This is an optimization exercise on Yosys and OpenROAD, whose aim is small area and few clock cycles, not a production implementation.
Only simulation tests tie the RTL to the original design; equivalence was not proved.
No activity file was given, so power comes from the tool's default toggle rates.

**design/flow/run.sh**
```bash
#!/bin/bash
# synth_recipe.tcl (not shown) runs the flow's synth.tcl, then flattens the netlist and writes it again
# the make line also repeats each setting of config.mk as NAME=value (left out here)
make -C /OpenROAD-flow-scripts/flow DESIGN_CONFIG=/design/flow/config.mk WORK_HOME=/design/flow/orfs CLKGATE_MAP_FILE= SYNTH_SCRIPT=/design/flow/synth_recipe.tcl finish
```
**design/flow/config.mk**
```make
export PLATFORM = sky130hd
export DESIGN_NAME = CHIP
export DESIGN_NICKNAME = CHIP
export VERILOG_FILES = /design/flow/design.v
export SDC_FILE = /design/flow/constraint.sdc
export NUM_CORES = 4
export LEC_CHECK = 0
export CAP_MARGIN = 20
export CORE_MARGIN = 2
export CORE_UTILIZATION = 40
export SLEW_MARGIN = 20
```
**design/flow/constraint.sdc**
```tcl
create_clock -name core_clock -period 11.0 [get_ports {clk}]
set_input_delay 2.2000 -clock core_clock [delete_from_list [all_inputs] [get_ports {clk}]]
set_output_delay 2.2000 -clock core_clock [all_outputs]
set_load 0.01 [all_outputs]
```
**design/flow/design.v**
```verilog
module CHIP (
    clk, rst_n,
    mem_read_D, mem_write_D, mem_addr_D, mem_wdata_D, mem_rdata_D, mem_ready_D,
    mem_read_I, mem_write_I, mem_addr_I, mem_wdata_I, mem_rdata_I, mem_ready_I,
    DCACHE_addr, DCACHE_wdata, DCACHE_wen, pipe_stall
);
input          clk, rst_n;
output         mem_read_D;
output         mem_write_D;
output [31:4]  mem_addr_D;
output [127:0] mem_wdata_D;
input  [127:0] mem_rdata_D;
input          mem_ready_D;
output         mem_read_I;
output         mem_write_I;
output [31:4]  mem_addr_I;
output [127:0] mem_wdata_I;
input  [127:0] mem_rdata_I;
input          mem_ready_I;
output [29:0]  DCACHE_addr;
output [31:0]  DCACHE_wdata;
output         DCACHE_wen;
output         pipe_stall;
localparam LNI = 2;               
localparam NI  = 1 << LNI;
localparam PF  = 2;               
localparam LND = 1;               
localparam ND  = 1 << LND;
localparam ITW = 8 - LNI;
integer k;
genvar g, w;
reg  [29:0] pc;                   
wire [27:0] pcblk = pc[29:2];
wire [LNI-1:0] pidx = pcblk[LNI-1:0];
reg  [NI*128-1:0] idata;
reg  [NI*ITW-1:0] itag;           
reg  [19:0]       ireg;           
reg  [NI-1:0]     ival;
reg               imr;
reg  [27:0]       ima;
wire         iregok = ireg == pcblk[27:8];
wire [127:0] iline = idata[pidx*128 +: 128];
wire         ihit  = iregok && ival[pidx] && itag[pidx*ITW +: ITW] == pcblk[7:LNI];
wire [31:0]  inst  = iline[pc[1:0]*32 +: 32];
wire [5:0]  op  = inst[31:26];
wire [5:0]  fn  = inst[5:0];
wire [4:0]  rs  = inst[25:21];
wire [4:0]  rt  = inst[20:16];
wire [4:0]  rd  = inst[15:11];
wire [4:0]  sh  = inst[10:6];
wire [15:0] imm = inst[15:0];
wire isR    = op == 6'h00;
wire isJR   = isR && (fn == 6'h08 || fn == 6'h09);
wire isJALR = isR && fn == 6'h09;
wire isJ    = op == 6'h02;
wire isJAL  = op == 6'h03;
wire isBEQ  = op == 6'h04;
wire isLW   = op == 6'h23;
wire isSW   = op == 6'h2b;
wire isADDI = op == 6'h08;
wire isANDI = op == 6'h0c;
wire isORI  = op == 6'h0d;
wire isXORI = op == 6'h0e;
wire isSLTI = op == 6'h0a;
wire isImm  = isADDI | isANDI | isORI | isXORI | isSLTI;
reg  [32*32-1:32] rfr;            
wire [32*32-1:0]  rf = {rfr, 32'd0};
reg  [31:0]      rv;              
wire [31:0] rsv = rv[rs] ? rf[rs*32 +: 32] : 32'd0;
wire [31:0] rtv = rv[rt] ? rf[rt*32 +: 32] : 32'd0;
wire [31:0] simm = {{16{imm[15]}}, imm};
wire [31:0] zimm = {16'd0, imm};
wire        dosub = isSLTI | (isR & (fn == 6'h22 || fn == 6'h2a));
wire [31:0] opb  = isR ? rtv : (isANDI | isORI | isXORI) ? zimm : simm;
wire [31:0] sum  = rsv + (dosub ? ~opb : opb) + {31'd0, dosub};
wire [31:0] land = rsv & opb;
wire [31:0] lor  = rsv | opb;
wire [31:0] lxor = rsv ^ opb;
function [31:0] rev32(input [31:0] x);
    integer j;
    for (j = 0; j < 32; j = j + 1) rev32[j] = x[31 - j];
endfunction
wire [31:0] shr = (fn[1] ? rsv : rev32(rsv)) >> sh;
wire [31:0] shl = rev32(shr);
reg [31:0] alu;
always @(*) begin
    alu = 32'd0;
    if (isR) begin
        case (fn)
            6'h20, 6'h22: alu = sum;
            6'h24: alu = land;
            6'h25: alu = lor;
            6'h26: alu = lxor;
            6'h27: alu = ~lor;
            6'h2a: alu = {31'd0, sum[31]};
            6'h00: alu = shl;
            6'h02, 6'h03: alu = shr;
            default: alu = 32'd0;
        endcase
    end else if (isADDI) alu = sum;
    else if (isANDI) alu = land;
    else if (isORI)  alu = lor;
    else if (isXORI) alu = lxor;
    else if (isSLTI) alu = {31'd0, sum[31]};
end
wire [29:0] pc1  = pc + 30'd1;
wire [29:0] btgt = pc1 + simm[29:0];
wire        eq   = rsv == rtv;
reg  [ND*128-1:0] ddata;
reg  [ND*28-1:0]  dtag;           
reg  [ND-1:0]     dlv;            
reg  [ND*4-1:0]   dmask;          
reg  [ND-1:0]     ddirty;
reg               dmr, dmw;       
reg               dkw;            
reg               wbv;            
reg  [27:0]       wba;
reg  [3:0]        wbm;            
reg  [127:0]      wbd;
reg               pend;           
reg  [4:0]        preg;
reg  [1:0]        pwo;
wire [27:0]    ablk  = sum[31:4];
wire [1:0]     wo    = sum[3:2];
wire [3:0]     wbit  = 4'b0001 << wo;
wire [4:0] lowsum = {1'b0, rsv[3:0]} + {1'b0, simm[3:0]};
function blkeq(input [27:0] a, input [27:0] b, input [27:0] t, input c4);
    reg [27:0] x, kk;
    begin
        x     = a ^ b ^ t;
        kk    = (a & b) | ((a | b) & ~t);
        blkeq = x == {kk[26:0], c4};
    end
endfunction
reg            dlru;              
reg            dfl;               
wire           lrdone = mem_ready_D & dmr & ~dkw;       
wire           wrdone = mem_ready_D & dmr &  dkw;       
wire           wwdone = mem_ready_D & dmw;              
wire [LND-1:0] fidx   = dfl;
wire           mfree  = ~(dmr | dmw) | mem_ready_D;
wire           wbv_e  = wbv & ~wwdone;
wire [3:0]     wbm_e  = wrdone ? 4'hf : wbm;
wire           pend_e = pend & ~lrdone;
wire           lfill0 = dmr & ~dkw & ~dfl;
wire           lfill1 = dmr & ~dkw &  dfl;
wire [3:0]     m0     = dmask[3:0];
wire [3:0]     m1     = dmask[7:4];
wire [3:0]     m0e    = (lfill0 & lrdone) ? 4'hf : m0;
wire [3:0]     m1e    = (lfill1 & lrdone) ? 4'hf : m1;
wire           hit0   = dlv[0] && blkeq(rsv[31:4], simm[31:4], dtag[27:0],  lowsum[4]);
wire           hit1   = dlv[1] && blkeq(rsv[31:4], simm[31:4], dtag[55:28], lowsum[4]);
wire           taghit = hit0 | hit1;
wire           wbhit  = wbv_e && blkeq(rsv[31:4], simm[31:4], wba, lowsum[4]);
wire           vfill0 = dlru ? lfill1 : lfill0;
wire           ofill  = dlru ? lfill0 : lfill1;
wire           alt    = vfill0 | (ddirty[dlru] & wbv & ~ddirty[~dlru] & ~ofill);
wire           v      = dlru ^ alt;
wire           vfill  = v ? lfill1 : lfill0;
wire           vdirty = ddirty[v];
wire [3:0]     vmask  = v ? m1 : m0;
wire           vevok  = ~vdirty | ~wbv_e;
wire [27:0]    vtag   = v ? dtag[55:28] : dtag[27:0];
wire [LND-1:0] s      = hit1 ? 1'b1 : hit0 ? 1'b0 : v;
wire [3:0]     smask  = hit1 ? m1e : m0e;               
wire [31:0]    lw0    = ddata[wo*32 +: 32];
wire [31:0]    lw1    = ddata[128 + wo*32 +: 32];
wire           fr0    = lfill0 & lrdone & ~m0[wo];
wire           fr1    = lfill1 & lrdone & ~m1[wo];
wire [31:0]    lword  = (hit1 ? fr1 : fr0) ? mem_rdata_D[wo*32 +: 32] : hit1 ? lw1 : lw0;
wire           hitnf  = (hit0 & ~(lfill0 & ~lrdone)) | (hit1 & ~(lfill1 & ~lrdone));
wire [4:0]  wa_c;
wire        wr_c;
wire        rdrs  = ~(isJ | isJAL);
wire        rdrt  = isR | isBEQ | isSW;
wire        haz   = pend && ((rdrs && rs == preg) || (rdrt && rt == preg) || (wr_c && wa_c == preg));
wire        fillw = lrdone & pend;                       
wire        block = haz | (fillw & wr_c);
wire ld_hit  = (hit0 & m0e[wo]) | (hit1 & m1e[wo]);
wire ld_go   = ~ld_hit & mfree & ~pend_e & ~wbhit & (hitnf | (~taghit & ~vfill & vevok));    
wire st_go   = ~lrdone & (taghit | (~vfill & vevok));
wire dready  = isLW ? (ld_hit | ld_go) : isSW ? st_go : 1'b1;
wire retire  = ihit & ~block & dready;
wire d_ld    = retire & isLW & ~ld_hit;                  
wire d_evict = retire & ~taghit & vdirty & (isLW | isSW);
wire d_st    = retire & isSW;
wire d_retag = retire & ~taghit & (isLW | isSW);
wire need_wb = ihit & ~block & (isLW | isSW) & ~dready & mfree & wbv_e &
               (isLW ? (wbhit | (~taghit & vdirty)) : (~taghit & vdirty & ~vfill));
wire wb_go   = mfree & wbv_e & ~d_ld & ((isLW | isSW) ? (need_wb | dready) : 1'b1);
wire        wen = retire & ~d_ld & wr_c;
assign wr_c = (isR & ~(fn == 6'h08)) | isImm | isLW | isJAL;
assign wa_c = isJAL ? 5'd31 : isR ? rd : rt;
wire [4:0]  wa  = fillw ? preg : wa_c;
wire [31:0] wd  = fillw ? mem_rdata_D[pwo*32 +: 32] :
                  isLW ? lword : (isJAL | isJALR) ? {pc1, 2'b00} : alu;
wire        we  = fillw | wen;
generate for (g = 1; g < 32; g = g + 1) begin : RFW
    always @(posedge clk)
        if (we && wa == g) rfr[g*32 +: 32] <= wd;
end endgenerate
always @(posedge clk or negedge rst_n)
    if (!rst_n) rv <= 32'd0;
    else if (we && wa != 5'd0) rv[wa] <= 1'b1;
wire [29:0] npc = (isJ | isJAL) ? {pc1[29:26], inst[25:0]} :
                  isJR          ? rsv[31:2] :
                  (isBEQ & eq)  ? btgt : pc1;
always @(posedge clk or negedge rst_n)
    if (!rst_n) pc <= 30'd0;
    else if (retire) pc <= npc;
reg srep;                         
always @(posedge clk or negedge rst_n)
    if (!rst_n) srep <= 1'b0;
    else if (retire) srep <= 1'b0;
    else if (ihit & isSW & ~haz) srep <= 1'b1;
assign DCACHE_wen   = isSW;
assign DCACHE_addr  = sum[31:2];
assign DCACHE_wdata = rtv;
assign pipe_stall   = ~(ihit & ~haz & ~srep);
always @(posedge clk or negedge rst_n) begin
    if (!rst_n) begin
        dmr <= 1'b0; dmw <= 1'b0; dkw <= 1'b0;
        dlv <= {ND{1'b0}}; dmask <= {ND*4{1'b0}}; ddirty <= {ND{1'b0}};
        wbv <= 1'b0; wbm <= 4'd0; pend <= 1'b0; preg <= 5'd0; pwo <= 2'd0;
        dlru <= 1'b0; dfl <= 1'b0;
    end else begin
        if (mem_ready_D) begin
            dmr <= 1'b0; dmw <= 1'b0;
        end
        if (lrdone) begin
            dmask[fidx*4 +: 4] <= 4'hf;
            pend <= 1'b0;
        end
        if (wrdone) wbm <= 4'hf;
        if (wwdone) wbv <= 1'b0;
        if (retire && (isLW || isSW)) dlru <= ~s;
        if (d_ld) begin
            dmr <= 1'b1; dkw <= 1'b0; dfl <= s;
            pend <= wr_c & (rt != 5'd0); preg <= rt; pwo <= wo;
        end else if (wb_go) begin
            dkw <= 1'b1;
            if (wbm_e == 4'hf) dmw <= 1'b1; else dmr <= 1'b1;
        end
        if (d_evict) begin
            wbv <= 1'b1; wbm <= vmask;
        end
        if (d_retag) begin
            dlv[s] <= 1'b1;
            ddirty[s] <= isSW;
            dmask[s*4 +: 4] <= isSW ? wbit : 4'h0;
        end else if (d_st) begin
            ddirty[s] <= 1'b1;
            dmask[s*4 +: 4] <= smask | wbit;
        end
    end
end
generate for (g = 0; g < ND; g = g + 1) begin : DL
    always @(posedge clk)
        if (d_retag && s == g) dtag[g*28 +: 28] <= ablk;
    for (w = 0; w < 4; w = w + 1) begin : W
        always @(posedge clk)
            if ((d_st && s == g && wo == w) || (lrdone && fidx == g && !dmask[g*4 + w]))
                ddata[g*128 + w*32 +: 32] <= lrdone ? mem_rdata_D[w*32 +: 32] : rtv;
    end
end endgenerate
always @(posedge clk)
    if (d_evict) wba <= vtag;
generate for (w = 0; w < 4; w = w + 1) begin : WB
    always @(posedge clk)
        if (d_evict)
            wbd[w*32 +: 32] <= v ? ddata[128 + w*32 +: 32] : ddata[w*32 +: 32];
        else if (wrdone && !wbm[w])
            wbd[w*32 +: 32] <= mem_rdata_D[w*32 +: 32];
end endgenerate
assign mem_read_D  = dmr;
assign mem_write_D = dmw;
assign mem_addr_D  = dkw ? wba : dfl ? dtag[55:28] : dtag[27:0];
assign mem_wdata_D = wbd;
wire [LNI-1:0] iidx = ima[LNI-1:0];
reg  [7:0]     loopb;             
reg            ireq;
reg  [27:0]    inext;
reg  [8:0]     cb;
reg  [LNI-1:0] ci;
wire           inloop = pcblk[7:0] == loopb;
always @(*) begin
    ireq  = 1'b0;
    inext = pcblk;
    for (k = PF; k >= 1; k = k - 1) begin
        cb = {1'b0, pcblk[7:0]} + k;
        ci = cb[LNI-1:0];
        if (iregok && !cb[8] && !(k > 1 && inloop) &&
            !(ival[ci] && itag[ci*ITW +: ITW] == cb[7:LNI]) && !(mem_ready_I && iidx == ci)) begin
            ireq  = 1'b1;
            inext = {pcblk[27:8], cb[7:0]};
        end
    end
    if (!ihit && !(mem_ready_I && iidx == pidx)) begin
        ireq  = 1'b1;
        inext = pcblk;
    end
end
always @(posedge clk or negedge rst_n) begin
    if (!rst_n) begin
        imr <= 1'b0; ima <= 28'd0; ival <= {NI{1'b0}}; loopb <= 8'd0;
    end else begin
        if (mem_ready_I) begin
            imr <= 1'b0;
            if (ima[27:8] == ireg) ival[iidx] <= 1'b1;
            else ival <= {{NI-1{1'b0}}, 1'b1} << iidx;
        end
        if ((!imr || mem_ready_I) && ireq) begin
            imr <= 1'b1;
            ima <= inext;
        end
        if (retire && isJ && inst[25:0] < pc[25:0]) loopb <= pcblk[7:0];
    end
end
always @(posedge clk)
    if (mem_ready_I) ireg <= ima[27:8];
generate for (g = 0; g < NI; g = g + 1) begin : IL
    always @(posedge clk)
        if (mem_ready_I && iidx == g) begin
            idata[g*128 +: 128] <= mem_rdata_I;
            itag[g*ITW +: ITW]  <= ima[7:LNI];
        end
end endgenerate
assign mem_read_I  = imr | (ireq & rst_n);
assign mem_addr_I  = imr ? ima : inext;
assign mem_write_I = 1'b0;
assign mem_wdata_I = 128'd0;
endmodule
```
==> results.yml, run 1 <==
place:
  dp_worst_setup_slack_ns: -0.280
  gp_congestion: 1.04
  portBuffers: 510
  dpl-instance-area_um2: 131000
  dp_hpwl_mm: 367
floorplan:
  io_pins: 640
  start_util: 0.402
  die_w_um: 548
  die_area_um2: 300000
  coreArea_um2: 294000
  row_count: 199
  die_h_um: 548
pwr:
  p_int_mw: 14.6
  ir_drop_v: 0.000145
  switching_share: 0.275
  seq_power_share: 0.448
  power_density_nw_per_um2: 144
  clkPwrFrac: 0.402
  p_sw_mw: 5.54
  combPwrFrac: 0.150
  p_leak_nw: 51.2
critical_path:
  reg2reg_from: "pc[2]"
  cp_slowest_stage_delay_ns: 0.72
  crit_fanout: 29
  r2r_cells: 31
  r2r_end: "rfr[945]"
  cp-end-kind: "output port"
  startpoint_type: "register"
  crit_type: "reg2out"
  cp_slowest_cell: "clkdlybuf4s50_1"
  arrival_ns: 8.52
  required_ns: 8.80
  reg2reg_slack_ns: 0.34
sta:
  finalSetupViolCount: 0
  finalHoldViolCount: 0
  finalHoldWorstSlack_ns: 0.491
  clock.fmax_mhz: 93.3
  finClkSkew_ns: 0.0777
  tightest_slew_ns: 1.32
  worst_slack_ns: 0.280
  fin_crit_ns: 10.72
  drv_slew: 0
  relSlewSlack: 0.115
  finalCritPeriodShare: 0.975
clock_network:
  clk_pin_slew_ns: 0.06
  clk_latency_ns: 0.95
  cts-buffers-inserted: 237
  cts_root_buffer: "clkbuf_16"
  clock_path_buffers: 4
  clkSinkCount: 2150
  cts_tree: "built"
  h-tree-depth: 4
run_status:
  status: "no timing/DRC/antenna violations"
logic_synthesis:
  avgSynthCellArea_um2: 11.1
  async_reset_ff_frac: 0.0623
  yosysSeqAreaShare: 0.540
  syn_area_um2: 118000
  ys_types: 103
  ys.flop_type: "edfxtp_1"
  synth-edff-count: 2016
  ys_warn_count: 1
  netlist_instances: 10700
  synth_seq_cells: 2150
drt:
  viasPerCell: 6.33
  dr.pass1.iters: 11
  wl_mm: 530
  wl_per_cell_um: 34.2
  vias: 98000
  first_iter_violations: 14800
  drc: 0
  postRouteAntennaNets: 0
flow_run:
  maxCapViolations: 0
layout:
  nets: 11800
  drive_above_1_share: 0.133
  areaGrowthSynthToFinish_pct: 18.2
  fin_util: 0.476
  final_cell_area_um2: 140000
global_routing:
  grt_antenna_before_repair: 56
  grt_pass1_wl_mm: 729
  gr-usage-all-layers: 0.342
  grt_pass1_vias: 92200
  grt_overflow: 0
  grt_max_degree: 136
min_path:
  hp-start: "rv[11]"
  worstHoldPathType: "reg2reg"
  hold_path_end: "rv[11]"
  whs_path_depth: 2
[worst max-delay path by stage]
| stage | start | end |
|---|---|---|
| after floorplan | pc[2] | dtag[28] |
| after global placement | pc[0] | DCACHE_addr[28] |
| after detailed placement | pc[0] | DCACHE_addr[28] |
| after CTS | pc[3] | DCACHE_addr[26] |
| after global routing | pc[2] | DCACHE_addr[28] |
| final | pc[0] | DCACHE_addr[21] |
[synthesized netlist by cell type (138+ instances only)]
master,instances,area share
mux4_2,237,0.045
a211oi_1,171,0.011
ha_1,161,0.017
a31oi_1,138,0.0073
nand2_1,2160,0.069
a21oi_1,348,0.015
o21ai_0,564,0.024
mux2i_1,614,0.052
nand3_1,693,0.029
buf_4,177,0.011
xnor2_1,283,0.021
clkbuf_1,445,0.014
inv_1,255,0.0081
nor2_1,411,0.013
and3_1,150,0.0079
edfxtp_1,2016,0.51
[state kept, by name, indices dropped and copies added, names as in the netlist, 24 cells and up]
register	flops
rfr	992
pc	30
wba	28
dtag	56
ddata	256
rv	32
itag	24
idata	512
ima	28
wbd	128
[critical path: cells and delay by family (launching register included)]
family                   cells  cell delay, ns
AND/OR/NAND/NOR              9            1.57
adder cells (fa/ha/maj)      1            0.48
multiplexers                 1            0.54
buffers and inverters        7            2.28
flip-flops                   1            0.56
AO/OA/AOI/OAI               10            1.84
XOR/XNOR                     1            0.28
[logic make-up after synthesis]
group | Yosys count | share of synthesized area
buffers and inverters | 1147 | 0.0438
AO/OA/AOI/OAI | 2013 | 0.112
flip-flops | 2150 | 0.540
adder cells (fa/ha/maj) | 244 | 0.0311
other | 1 | 0.0000317
XOR/XNOR | 361 | 0.0269
multiplexers | 922 | 0.104
AND/OR/NAND/NOR | 3857 | 0.142
[stage by stage]
stage	total power [mW]	instances	setup TNS (ns)
6_report	20.1	15500	0
5_1_grt	20.6	15500	-0.00855
4_1_cts	20.1	15400	0
3_5_place_dp	12.1	15000	-0.467
3_3_place_gp	12.0	15000	-0.742
2_1_floorplan	10.6	10800	0
[metal layers]
| metal | global-route usage | part of all wire | vias up | wire (um) |
|---|---|---|---|---|
| met2 | 0.509 | 0.43 | 6924 | 228000 |
| met3 | 0.0899 | 0.12 | 1335 | 62500 |
| li1 | - | - | 40900 | - |
| met4 | 0.182 | 0.063 | 44 | 33200 |
| met5 | 0 | 0.00053 | - | 280 |
| met1 | 0.456 | 0.39 | 48800 | 205000 |
[layout by cell type (no fill, tap or decap), types with 36 or more instances in the layout]
cell type        netlist  final
clkinv_2               0     55
a221oi_1              63     61
nand2b_1              40     40
edfxtp_1            2016   2016
nor2_1               411    391
buf_4                177    512
o211ai_1             116    116
xnor2_1              283    283
dfrtp_1              134    126
nand4_1               71     71
a31oi_1              138    126
conb_1                 1    129
clkdlybuf4s50_1        0    503
o21ai_0              564    548
nand2_1             2160   2156
mux2i_1              614    611
o22ai_1               65     56
clkinv_1               8     50
a211oi_1             171    156
buf_12                 1     81
xor2_1                77     75
a21oi_1              348    341
clkbuf_1             445     47
a311oi_1              75     72
ha_1                 161    161
mux2_2                62     62
fa_1                  83     83
nor4_1                42     36
nand3_1              693    691
clkbuf_16              0    240
mux4_2               237    236
nor2b_1               51     40
and3_1               150    131
a22oi_1               60     58
nor3_1               119    112
inv_1                255    251
a21o_1                51     50
[what timing repair did]
item                       in CTS  in global routing
pin swaps                       5                  6
setup endpoints to repair      16                 14
resized for setup              63                 46
hold buffers                    0                  0
buffers inserted               23                  5
gates cloned                    4                  0
[power groups by stage]
stage / registers, mW / clock network [mW] / logic [mW]
finish: 9.02 / 8.08 / 3.02
global route: 9.02 / 8.47 / 3.11
CTS: 9.02 / 8.16 / 2.91
detailed placement: 9.19 / 0 / 2.87
global placement: 9.19 / 0 / 2.85
floorplan: 9.19 / 0 / 1.43
[final cells by class]
| cell class | instances | area (um^2) |
|---|---|---|
| antenna | 32 | 80.1 |
| clock buffer | 293 | 6260 |
| clock inverter | 147 | 1480 |
| fill | 26400 | 154000 |
| inverter | 271 | 1060 |
| multi-input combinational | 7526 | 50900 |
| sequential | 2150 | 63900 |
| tap | 3919 | 4900 |
| timing repair buffer | 1147 | 11300 |
Testbench counts, summed over its fixed seeds: cycles 33,638.
==> run 2, diff against run 1 <==
--- a/design/flow/design.v
+++ b/design/flow/design.v
@@ -39,9 +39,15 @@
 reg               imr;
 reg  [27:0]       ima;
 wire         iregok = ireg == pcblk[27:8];
-wire [127:0] iline = idata[pidx*128 +: 128];
 wire         ihit  = iregok && ival[pidx] && itag[pidx*ITW +: ITW] == pcblk[7:LNI];
-wire [31:0]  inst  = iline[pc[1:0]*32 +: 32];
+wire [4*NI-1:0] isel = {{4*NI-1{1'b0}}, 1'b1} << {pidx, pc[1:0]};
+reg  [31:0]  inst;
+integer q;
+always @(*) begin
+    inst = 32'd0;
+    for (q = 0; q < 4*NI; q = q + 1)
+        inst = inst | (idata[q*32 +: 32] & {32{isel[q]}});
+end
 wire [5:0]  op  = inst[31:26];
 wire [5:0]  fn  = inst[5:0];
 wire [4:0]  rs  = inst[25:21];
@@ -66,8 +72,18 @@
 reg  [32*32-1:32] rfr;            
 wire [32*32-1:0]  rf = {rfr, 32'd0};
 reg  [31:0]      rv;              
-wire [31:0] rsv = rv[rs] ? rf[rs*32 +: 32] : 32'd0;
-wire [31:0] rtv = rv[rt] ? rf[rt*32 +: 32] : 32'd0;
+wire [31:0] rssel = (32'd1 << rs) & rv;
+wire [31:0] rtsel = (32'd1 << rt) & rv;
+reg  [31:0] rsv, rtv;
+integer r;
+always @(*) begin
+    rsv = 32'd0;
+    rtv = 32'd0;
+    for (r = 1; r < 32; r = r + 1) begin
+        rsv = rsv | (rf[r*32 +: 32] & {32{rssel[r]}});
+        rtv = rtv | (rf[r*32 +: 32] & {32{rtsel[r]}});
+    end
+end
 wire [31:0] simm = {{16{imm[15]}}, imm};
 wire [31:0] zimm = {16'd0, imm};
 wire        dosub = isSLTI | (isR & (fn == 6'h22 || fn == 6'h2a));
@@ -120,8 +136,9 @@
 reg               pend;           
 reg  [4:0]        preg;
 reg  [1:0]        pwo;
-wire [27:0]    ablk  = sum[31:4];
-wire [1:0]     wo    = sum[3:2];
+wire [31:0]    maddr = rsv + simm;
+wire [27:0]    ablk  = maddr[31:4];
+wire [1:0]     wo    = maddr[3:2];
 wire [3:0]     wbit  = 4'b0001 << wo;
 wire [4:0] lowsum = {1'b0, rsv[3:0]} + {1'b0, simm[3:0]};
 function blkeq(input [27:0] a, input [27:0] b, input [27:0] t, input c4);
@@ -214,7 +231,7 @@
     else if (retire) srep <= 1'b0;
     else if (ihit & isSW & ~haz) srep <= 1'b1;
 assign DCACHE_wen   = isSW;
-assign DCACHE_addr  = sum[31:2];
+assign DCACHE_addr  = maddr[31:2];
 assign DCACHE_wdata = rtv;
 assign pipe_stall   = ~(ihit & ~haz & ~srep);
 always @(posedge clk or negedge rst_n) begin
--- a/design/flow/config.mk
+++ b/design/flow/config.mk
@@ -8,4 +8,6 @@
 export CAP_MARGIN = 20
 export CORE_MARGIN = 2
 export CORE_UTILIZATION = 40
+export CTS_CLUSTER_DIAMETER = 100
+export CTS_CLUSTER_SIZE = 22
 export SLEW_MARGIN = 20
==> run 2 against run 1 <==
Die area down 5.1%. Clock power down 32%. Clock skew rose by 0.00077 ns. Routed wire length rose by 24%. Maximum frequency down 0.46%. Register-to-register slack hardly changed. Combinational power increased by about 90%. Global-route usage is 11 points higher.
==> results.yml, run 2 <==
min_path:
  worstHoldPathType: "reg2reg"
clock_network:
  cts_tree: "built"
  h-tree-depth: 4
  clk_latency_ns: 0.92
  cts-buffers-inserted: 134
  cts_root_buffer: "clkbuf_16"
  clk_pin_slew_ns: 0.10
  clock_path_buffers: 4
  clkSinkCount: 2149
floorplan:
  row_count: 194
  die_area_um2: 285000
  die_w_um: 534
  die_h_um: 534
  io_pins: 640
  coreArea_um2: 279000
  start_util: 0.402
place:
  portBuffers: 510
  dp_hpwl_mm: 461
  dp_worst_setup_slack_ns: 0.0371
  gp_congestion: 1.03
layout:
  nets: 10300
  areaGrowthSynthToFinish_pct: 16.4
  largest_reg_flops: 992
  final_cell_mix: "edfxtp_1 (2016), nand2_1 (604), buf_4 (586)"
  drive_above_1_share: 0.148
  nFillCells: 24900
  largest_register: "rfr"
  final_common_cell: "edfxtp_1"
  reg_top3: "rfr x992, idata x512, ddata x256"
  fin_util: 0.468
pwr:
  ir_drop_v: 0.000126
  power_density_nw_per_um2: 157
  power_mw: 20.5
  p_leak_nw: 46.1
logic_synthesis:
  yosysMostFrequentCell: "edfxtp_1"
  syn_area_um2: 112000
  async_reset_ff_frac: 0.0619
  synth-edff-count: 2016
  synth_seq_cells: 2149
  ys_types: 119
  ys_warn_count: 1
  ys.flop_type: "edfxtp_1"
  netlist_instances: 9028
  ys_top_cells_by_count: "edfxtp_1 (2016), nand2_1 (606), nor2_1 (486), a21oi_1 (479), a22oi_1 (440)"
  avgSynthCellArea_um2: 12.4
  synth_area_leaders: "edfxtp_1 (54%), dfrtp_1 (3.0%), a22oi_1 (2.9%), mux2i_1 (2.9%), mux4_2 (2.6%)"
  synth_area_leader_cell: "edfxtp_1"
  yosysSeqAreaShare: 0.569
  synth_top_area_share: 0.539
critical_path:
  cp-end-kind: "output port"
  crit_top_cell: "buf_4"
  path_buf_inv: 10
  startpoint_type: "register"
  cp_slowest_cell: "or4_4"
  crit_fanout: 16
  cp_slowest_stage_delay_ns: 0.57
  crit_family: "buffers and inverters"
  crit_type: "reg2out"
  required_ns: 8.80
  arrival_ns: 8.57
global_routing:
  grt_pass1_wl_mm: 855
  grt_max_degree: 137
  gr-usage-all-layers: 0.448
  grt_antenna_before_repair: 61
  grt_overflow: 0
  grt_pass1_vias: 90000
drt:
  drc: 0
  dr.pass1.iters: 10
  viasPerCell: 7.08
  wl_mm: 658
  vias: 96200
  postRouteAntennaNets: 0
  wl_per_cell_um: 48.4
  first_iter_violations: 17800
run_status:
  status: "no timing/DRC/antenna violations"
sta:
  drv_slew: 0
  finalCritPeriodShare: 0.979
  tightest_slew_ns: 1.32
  clock.fmax_mhz: 92.9
  worst_slack_ns: 0.230
  relSlewSlack: 0.0952
  fin_crit_ns: 10.77
  fin_tns_setup_ns: 0
  finalSetupViolCount: 0
  finalHoldViolCount: 0
  rsz0062_at_grt: "false"
  finClkSkew_ns: 0.0785
flow_run:
  maxCapViolations: 0
==> run 2: cell types whose count changed in the layout (fill, tap and decap cells not counted), sizes merged, moves of 130 or more <==
cell / delta
a22oi: +380
a21oi: +130
a222oi: +131
nand3: -472
a22o: +137
mux2i: -293
nand2: -1554
o21ai: -244
==> run 2: cell families (layout without fill, tap and decap cells) <==
group           count (synthesis)  count (layout)  synth area share
compound gates               2572            2572             0.167
flops                        2149            2149             0.569
simple gates                 2086            2086            0.0921
buf+inv                      1031            1698            0.0426
mux                           568             568            0.0665
xor+xnor                      345             345            0.0270
fa+ha+maj                     276             276            0.0363
other cells                     1             169         0.0000334
==> run 2: through the flow <==
step                std cells  cell area [um^2]  hold WS [ns]
global route            13600            131000         0.533
CTS                     13500            130000         0.519
finish                  13600            131000         0.508
global placement        13300            126000         0.472
detailed placement      13300            126000         0.499
floorplan                9156            113000         0.459
==> run 2: timing repair <==
action / in CTS / in global routing
endpoints found under the setup margin: 15 / 14
gates resized for setup: 30 / 38
pin swaps: 4 / 11
hold buffers: 0 / 0
setup buffers: 3 / 9
cloned: 0 / 1
==> run 2: worst register-to-register path: cells and delay by family, from the launching register on <==
kind / cells / cell delay, ns
fa+ha+maj: 2 / 0.64
buf+inv: 8 / 1.47
flops: 1 / 0.44
compound gates: 19 / 5.18
xor+xnor: 1 / 0.14
simple gates: 8 / 2.57
==> run 2: final timing paths <==
path,startpoint,endpoint,slack [ns],depth (start not counted)
max in group asynchronous,rst_n,pc[3],8.08,2
worst min register to register,ima[24],ireg[16],0.51,0
min in group asynchronous,rst_n,loopb[0],1.35,1
worst min-delay path,ima[24],ireg[16],0.51,0
worst max register to register,pc[0],rfr[542],0.33,38
worst max-delay path,pc[1],DCACHE_addr[23],0.23,29
==> run 2: area by class of cell <==
class,count,area (um^2),area share
inverter,275,1040,0.00798
multi-input combinational,5976,45200,0.346
timing repair buffer,1208,11700,0.0892
clock inverter,46,614,0.00470
sequential,2149,63900,0.489
tap,3724,4660,0.0357
clock buffer,169,3550,0.0272
antenna,40,100,0.000766
==> run 2: power breakdown <==
part | internal [mW] | total, mW | leakage, nW | switching [mW]
registers | 9.17 | 9.25 | 20.0 | 0.0823
clock network | 2.46 | 5.53 | 2.00 | 3.07
logic | 1.75 | 5.73 | 24.1 | 3.98
total | 13.4 | 20.5 | 46.1 | 7.14
==> run 2: metal layers <==
metal	up-vias	track usage	wire length, um
met4	32	0.298	54100
met5	-	0	227
li1	36800	-	-
met2	8247	0.674	285000
met3	2083	0.121	76700
met1	49100	0.566	242000
Testbench counts of run 2, summed over its fixed seeds: cycles 33,638.
==> run 3, diff against run 2 <==
==> design/flow/flow/run.sh (new file) <==
#!/bin/bash
# The standard layout (standard.sh, unchanged synthesis and steps), except that
# the buffer placed on every input and output port is a buf_1 cell instead of
# the delay cell the resizer picks by default. Make's full output goes to
# standard.log in this folder; the ORFS step logs stay under orfs/logs.
set -euo pipefail
export BUFFER_PORTS_ARGS="-buffer_cell sky130_fd_sc_hd__buf_1"
bash standard.sh > standard.log 2>&1
==> design/flow/standard.sh (new file) <==
#!/bin/bash
# synth_recipe.tcl (not shown) runs the flow's synth.tcl, then flattens the netlist and writes it again
# the make line also repeats each setting of config.mk as NAME=value (left out here)
make -C /OpenROAD-flow-scripts/flow DESIGN_CONFIG=/design/flow/config.mk WORK_HOME=/design/flow/orfs CLKGATE_MAP_FILE= SYNTH_SCRIPT=/design/flow/synth_recipe.tcl "${@:-finish}"
removed: design/flow/run.sh
==> run 3 against run 2 <==
The layout now fails its checks (setup timing). Non-clock buffer count up 33. Sequential power is essentially flat. Global-route usage increased by 0.25 points. Clock power about the same. Clock-buffer cell count down 7. Die area stayed put. Via count up 0.77%. Register-to-register slack gained 0.45 ns. Routed wire length increased by 0.56%. Flip-flop and latch count is the same. Critical endpoint is now DCACHE_addr[29]. Highest routed layer unchanged.
==> results.yml, run 3 <==
run_status:
  status: "failed layout checks"
  so.violations: "setup timing"
critical_path:
  crit_top_cell: "buf_4"
  required_ns: 8.80
  crit_family: "compound AO/OA/AOI/OAI gates"
  path_buf_inv: 9
  reg2reg_slack_ns: 0.78
  cp_slowest_cell: "a2111o_2"
  startpoint_type: "register"
  crit_type: "reg2out"
  arrival_ns: 8.82
  crit_fanout: 15
  cp-end-kind: "output port"
  cp_slowest_stage_delay_ns: 0.58
floorplan:
  die_area_um2: 285000
  row_count: 194
  start_util: 0.402
  die_w_um: 534
  coreArea_um2: 279000
  die_h_um: 534
  io_pins: 640
global_routing:
  gr-usage-all-layers: 0.450
  grt_antenna_before_repair: 73
  grt_pass1_wl_mm: 861
  grt_overflow: 0
  grt_pass1_vias: 90300
  grt_max_degree: 128
place:
  gp_congestion: 1.07
  portBuffers: 510
  dp_hpwl_mm: 471
  dpl-instance-area_um2: 123000
logic_synthesis:
  ys.flop_type: "edfxtp_1"
  yosysSeqAreaShare: 0.569
  netlist_instances: 9028
  synth_area_leaders: "edfxtp_1 (54%), dfrtp_1 (3.0%), a22oi_1 (2.9%), mux2i_1 (2.9%), mux4_2 (2.6%)"
  yosysMostFrequentCell: "edfxtp_1"
  ys_types: 119
  synth_area_leader_cell: "edfxtp_1"
  ys_top_cells_by_count: "edfxtp_1 (2016), nand2_1 (606), nor2_1 (486), a21oi_1 (479), a22oi_1 (440)"
  synth_seq_cells: 2149
  syn_area_um2: 112000
  synth-edff-count: 2016
  synth_top_area_share: 0.539
  async_reset_ff_frac: 0.0619
  avgSynthCellArea_um2: 12.4
  ys_warn_count: 1
drt:
  dr.pass1.iters: 12
  viasPerCell: 7.12
  drc: 0
  postRouteAntennaNets: 0
  first_iter_violations: 18100
  wl_per_cell_um: 48.5
  vias: 97000
  wl_mm: 661
sta:
  worst_slack_ns: -0.0167
  finalCritPeriodShare: 1.00
  finalHoldViolCount: 0
  finalSetupViolCount: 1
  clock.fmax_mhz: 90.8
  fin_tns_setup_ns: -0.0167
  relSlewSlack: 0.144
  tightest_slew_ns: 1.28
  drv_slew: 0
  finClkSkew_ns: 0.0795
  fin_crit_ns: 11.02
flow_run:
  maxCapViolations: 0
pwr:
  ir_drop_v: 0.000147
  seq_power_share: 0.454
  clkPwrFrac: 0.272
  p_sw_mw: 7.13
  switching_share: 0.350
  power_density_nw_per_um2: 159
  p_int_mw: 13.2
  combPwrFrac: 0.274
  p_leak_nw: 44.9
min_path:
  worstHoldPathType: "reg2reg"
layout:
  nets: 10300
  reg_top3: "rfr x992, idata x512, ddata x256"
  final_common_cell: "edfxtp_1"
  largest_register: "rfr"
  final_cell_mix: "edfxtp_1 (2016), nand2_1 (604), buf_4 (584)"
  fin_util: 0.459
  drive_above_1_share: 0.153
  final_cell_area_um2: 128000
  areaGrowthSynthToFinish_pct: 14.2
  nFillCells: 25300
  largest_reg_flops: 992
clock_network:
  clk_pin_slew_ns: 0.09
  cts-buffers-inserted: 136
  postCtsHoldBufs: 0
  clk_latency_ns: 0.93
  cts_root_buffer: "clkbuf_16"
  clock_path_buffers: 4
  h-tree-depth: 4
  clkSinkCount: 2149
  cts_tree: "built"
-- run 3: cell counts after synthesis --
No cell type changed its count.
-- run 3: cell families (layout without fill, tap and decap cells) --
logic type / Yosys count / after routing / share of synthesized area
AO/OA/AOI/OAI: 2572 / 2572 / 0.167
XOR/XNOR: 345 / 345 / 0.0270
adder cells (fa/ha/maj): 276 / 276 / 0.0363
buffers and inverters: 1031 / 1723 / 0.0426
flip-flops: 2149 / 2149 / 0.569
multiplexers: 568 / 568 / 0.0665
other: 1 / 182 / 0.0000334
AND/OR/NAND/NOR: 2086 / 2086 / 0.0921
-- run 3: path summary, 6_finish.rpt --
path | from | to | cells after the start
min | srep | srep | 2
max in group asynchronous | rst_n | pc[3] | 3
min in group asynchronous | rst_n | loopb[4] | 1
max reg2reg | pc[1] | rfr[838] | 30
min reg2reg | srep | srep | 2
max | pc[1] | DCACHE_addr[29] | 30
-- run 3: repair_timing --
action	4_1_cts	5_1_grt
setup buffers	6	16
setup endpoints to repair	16	9
resized for setup	36	41
pin swaps	8	14
gates cloned	0	1
-- run 3: worst min-delay path: stages (launching register included) --
cell     delay (ns)
dfrtp_1        0.35
nor2_1         0.05
nor2_1         0.07
-- run 3: power groups by stage --
| stage | sequential [mW] | clock, mW | combinational [mW] |
|---|---|---|---|
| global route | 9.25 | 5.80 | 5.71 |
| detailed placement | 9.43 | 0 | 5.30 |
| finish | 9.24 | 5.54 | 5.58 |
| global placement | 9.42 | 0 | 5.29 |
| CTS | 9.24 | 5.54 | 5.34 |
| floorplan | 9.40 | 0 | 2.86 |
-- run 3: area by class of cell --
| type | instances | area [um^2] | area share |
|---|---|---|---|
| Timing Repair Buffer | 1241 | 9140 | 0.0713 |
| Clock buffer | 162 | 3540 | 0.0276 |
| Inverter | 275 | 1050 | 0.00818 |
| Multi-Input combinational cell | 5976 | 45200 | 0.353 |
| Antenna cell | 53 | 133 | 0.00103 |
| Tap cell | 3724 | 4660 | 0.0363 |
| Sequential cell | 2149 | 63900 | 0.498 |
| Clock inverter | 45 | 594 | 0.00463 |
-- run 3: stage by stage --
step / cells / hold slack, ns / total power [mW] / setup WS [ns]
2_1_floorplan: 9156 / 0.459 / 12.3 / -1.15
3_3_place_gp: 13300 / 0.473 / 14.7 / -0.348
3_5_place_dp: 13300 / 0.486 / 14.7 / 0.202
4_1_cts: 13600 / 0.505 / 20.1 / 0.00647
5_1_grt: 13600 / 0.531 / 20.8 / -0.0171
6_report: 13600 / 0.511 / 20.4 / -0.0167
-- run 3: layer usage --
metal	up-vias	global-route usage	part of all wire	wire (um)
li1	36900	-	-	-
met1	49600	0.570	0.37	245000
met2	8307	0.670	0.43	284000
met3	2139	0.126	0.12	77500
met4	42	0.306	0.083	55100
met5	-	0	0.00044	292
==> run 4, diff against run 3 <==
==> design/flow/flow/run.sh (replaced) <==
#!/bin/bash
# The standard layout (standard.sh: unchanged synthesis and steps), except that
# the buffer placed on every input and output port is a buf_2 cell instead of
# the delay cell the resizer picks by default. Make's full output goes to
# standard.log in this folder; the ORFS step logs stay under orfs/logs.
set -euo pipefail
export BUFFER_PORTS_ARGS="-buffer_cell sky130_fd_sc_hd__buf_2"
bash standard.sh > standard.log 2>&1
--- a/design/flow/config.mk
+++ b/design/flow/config.mk
@@ -7,7 +7,7 @@
 export LEC_CHECK = 0
 export CAP_MARGIN = 20
 export CORE_MARGIN = 2
-export CORE_UTILIZATION = 40
+export CORE_UTILIZATION = 55
 export CTS_CLUSTER_DIAMETER = 100
 export CTS_CLUSTER_SIZE = 22
 export SLEW_MARGIN = 20
==> run 4 against run 3 <==
Still fails the layout checks on setup timing. Combinational power decreased by 5.0%. Global-route usage increased by 9.9 points. Synthesized area unchanged. Clock skew about the same. Sequential power about the same. Clock power decreased by 13%. Highest routed layer unchanged.
==> results.yml, run 4 <==
layout:
  nets: 10100
  areaGrowthSynthToFinish_pct: 10.9
  final_cell_mix: "edfxtp_1 (2016), nand2_1 (604), buf_2 (509)"
  largest_register: "rfr"
  largest_reg_flops: 992
  fin_util: 0.615
  drive_above_1_share: 0.183
  reg_top3: "rfr x992, idata x512, ddata x256"
  final_common_cell: "edfxtp_1"
  nFillCells: 15200
critical_path:
  r2r_cells: 32
  arrival_ns: 8.83
  r2r_end: "rfr[862]"
  cp_slowest_cell: "nand4_1"
  reg2reg_slack_ns: 0.33
  startpoint_type: "register"
  required_ns: 8.80
  crit_fanout: 19
  path_buf_inv: 9
  crit_family: "compound AO/OA/AOI/OAI gates"
  crit_type: "reg2out"
  cp-end-kind: "output port"
  reg2reg_from: "pc[3]"
  cp_slowest_stage_delay_ns: 0.53
clock_network:
  h-tree-depth: 3
  cts_root_buffer: "clkbuf_16"
  postCtsHoldBufs: 0
  clk_latency_ns: 0.90
  clock_path_buffers: 3
  clkSinkCount: 2149
  cts-buffers-inserted: 112
  cts_tree: "built"
  clk_pin_slew_ns: 0.10
logic_synthesis:
  async_reset_ff_frac: 0.0619
  ys_warn_count: 1
  synth_fa_ha_area_frac: 0.0363
  synth-edff-count: 2016
  avgSynthCellArea_um2: 12.4
  synth_seq_cells: 2149
  yosysMostFrequentCell: "edfxtp_1"
  netlist_instances: 9028
  synth_xor_area_frac: 0.0270
  syn_area_um2: 112000
  ys_types: 119
  synth_area_leaders: "edfxtp_1 (54%), dfrtp_1 (3.0%), a22oi_1 (2.9%), mux2i_1 (2.9%), mux4_2 (2.6%)"
  ys_top_cells_by_count: "edfxtp_1 (2016), nand2_1 (606), nor2_1 (486), a21oi_1 (479), a22oi_1 (440)"
  yosysSeqAreaShare: 0.569
  synth_top_area_share: 0.539
  synthMuxAreaShare: 0.0665
  synth_area_leader_cell: "edfxtp_1"
  synthSimpleGateAreaFrac: 0.0921
  synth_compound_area_frac: 0.167
  ys.flop_type: "edfxtp_1"
  synth_top_family_by_area: "compound AO/OA/AOI/OAI gates"
drt:
  viasPerCell: 8.07
  wl_per_cell_um: 47.5
  drc: 0
  dr.pass1.iters: 17
  first_iter_violations: 22300
  postRouteAntennaNets: 0
  vias: 100000
  wl_mm: 589
sta:
  finalCritPeriodShare: 1.00
  drv_slew: 0
  tightest_slew_ns: 1.29
  fin_crit_ns: 11.03
  relSlewSlack: 0.131
  finClkSkew_ns: 0.0794
  finalHoldViolCount: 0
  worst_slack_ns: -0.0323
  clock.fmax_mhz: 90.6
  fin_tns_setup_ns: -0.0323
  finalSetupViolCount: 1
pwr:
  p_int_mw: 12.7
  ir_drop_v: 0.000288
  combPwrFrac: 0.274
  seq_power_share: 0.478
  switching_share: 0.344
  p_sw_mw: 6.66
  power_density_nw_per_um2: 155
  clkPwrFrac: 0.248
  p_leak_nw: 44.9
min_path:
  hold_path_end: "ireg[9]"
  worstHoldPathType: "reg2reg"
  whs_path_depth: 0
  hp-start: "ima[17]"
global_routing:
  gr-usage-all-layers: 0.549
  busiest_layer: "met2"
  gr-usage-met3: 0.255
  grt_overflow: 0
  grt_pass1_vias: 91600
  grtUsageMet1: 0.650
  grt_use_met2: 0.760
  grt_pass1_wl_mm: 781
  grt_max_degree: 131
  grt_antenna_before_repair: 82
floorplan:
  die_h_um: 456
  die_area_um2: 208000
  io_pins: 640
  die_w_um: 456
  start_util: 0.554
  row_count: 165
  coreArea_um2: 203000
run_status:
  status: "failed layout checks"
  so.violations: "setup timing"
place:
  portBuffers: 510
  gp_congestion: 1.11
  dp_hpwl_mm: 398
flow_run:
  maxCapViolations: 0
-- run 4: cell counts after synthesis --
No cell type changed its count.
-- run 4: area by class of cell --
class | count | area (um^2) | share of cell area
Tap cell | 2672 | 3340 | 0.0269
Timing Repair Buffer | 1066 | 7540 | 0.0606
Antenna cell | 100 | 250 | 0.00201
Multi-Input combinational cell | 5976 | 45100 | 0.363
Sequential cell | 2149 | 63900 | 0.513
Inverter | 275 | 1040 | 0.00837
Clock inverter | 20 | 329 | 0.00264
Clock buffer | 152 | 2960 | 0.0238
-- run 4: logic make-up (layout without fill, tap and decap cells) --
group | count (synthesis) | count (layout)
fa+ha+maj | 276 | 276
simple gates | 2086 | 2086
mux | 568 | 568
flops | 2149 | 2149
compound gates | 2572 | 2572
xor+xnor | 345 | 345
buf+inv | 1031 | 1513
other cells | 1 | 229
-- run 4: through the flow --
| step | setup WS (ns) | power (mW) | cell area (um^2) | hold WS [ns] | std cells |
|---|---|---|---|---|---|
| final | -0.0323 | 19.3 | 124000 | 0.526 | 12400 |
| after global routing | -0.0341 | 19.6 | 124000 | 0.525 | 12300 |
| after CTS | 0.0173 | 18.9 | 124000 | 0.514 | 12300 |
| after detailed placement | -0.0385 | 14.3 | 121000 | 0.494 | 12100 |
| after global placement | 0.00452 | 14.2 | 121000 | 0.472 | 12100 |
| after floorplan | -1.15 | 12.3 | 113000 | 0.459 | 9156 |
-- run 4: how the worst max path moves through the flow --
| stage | end | startpoint | depth (start not counted) | slack, ns |
|---|---|---|---|---|
| 6_report | DCACHE_addr[29] | pc[1] | 31 | -0.03 |
| 5_1_grt | DCACHE_addr[29] | pc[1] | 28 | -0.03 |
| 4_1_cts | DCACHE_addr[29] | pc[1] | 31 | 0.02 |
| 3_5_place_dp | DCACHE_addr[29] | pc[1] | 30 | -0.04 |
| 3_3_place_gp | DCACHE_addr[29] | pc[1] | 30 | 0.005 |
| 2_1_floorplan | idata[256] | mem_ready_I | 2 | -1.15 |
-- run 4: timing repair --
item	CTS	global route
cloned	1	0
resized for setup	28	20
setup buffers	5	3
hold endpoints to repair	0	0
endpoints found under the setup margin	15	6
pin swaps	3	4
-- run 4: metal layers --
| metal | wire length [um] | vias to the layer above |
|---|---|---|
| met5 | 794 | - |
| met4 | 63500 | 49 |
| met3 | 99000 | 3406 |
| met2 | 237000 | 11500 |
| met1 | 189000 | 48600 |
| li1 | - | 36500 |
-- run 4: power by group through the flow --
stage | registers, mW | logic [mW] | clock network (mW)
6_report | 9.25 | 5.30 | 4.80
3_5_place_dp | 9.43 | 4.88 | 0
4_1_cts | 9.24 | 4.94 | 4.71
5_1_grt | 9.26 | 5.36 | 4.98
3_3_place_gp | 9.42 | 4.81 | 0
2_1_floorplan | 9.40 | 2.86 | 0

==> static timing again, ports no longer ideal <==
How much do the figures lean on ideal ports? The routed layouts below were timed once more, with nothing changed but the port constraints.
Step 1 (the two cells are an assumption about what drives the block):
set clk [get_ports {clk}]
set_driving_cell -lib_cell sky130_fd_sc_hd__clkbuf_16 $clk
set_driving_cell -lib_cell sky130_fd_sc_hd__buf_2 [delete_from_list [all_inputs] $clk]
Step 2 times the ports against the registers' clock, not the clock port: input delays grow and output delays shrink by t, the midpoint of the rising clock arrivals with the driver on.
Three values: ideal ports, drivers, drivers and shift; two values: the first two.
run | t (ns) | setup slack, ns | clock arrival spread, ns | worst register clock-pin slew, ns | worst slew at a driven data input, ns
run 1 | 1.012 | 0.280 / 0.180 / 0.339 | 0.078 / 0.078 | 0.07 / 0.07 | 0.17
run 2 | 0.999 | 0.230 / 0.115 / 0.331 | 0.079 / 0.078 | 0.11 / 0.11 | 0.16
run 3 | 0.986 | -0.017 / -0.116 / 0.780 | 0.079 / 0.079 | 0.11 / 0.11 | 0.18
run 4 | 0.951 | -0.032 / -0.125 / 0.328 | 0.079 / 0.079 | 0.11 / 0.11 | 0.23
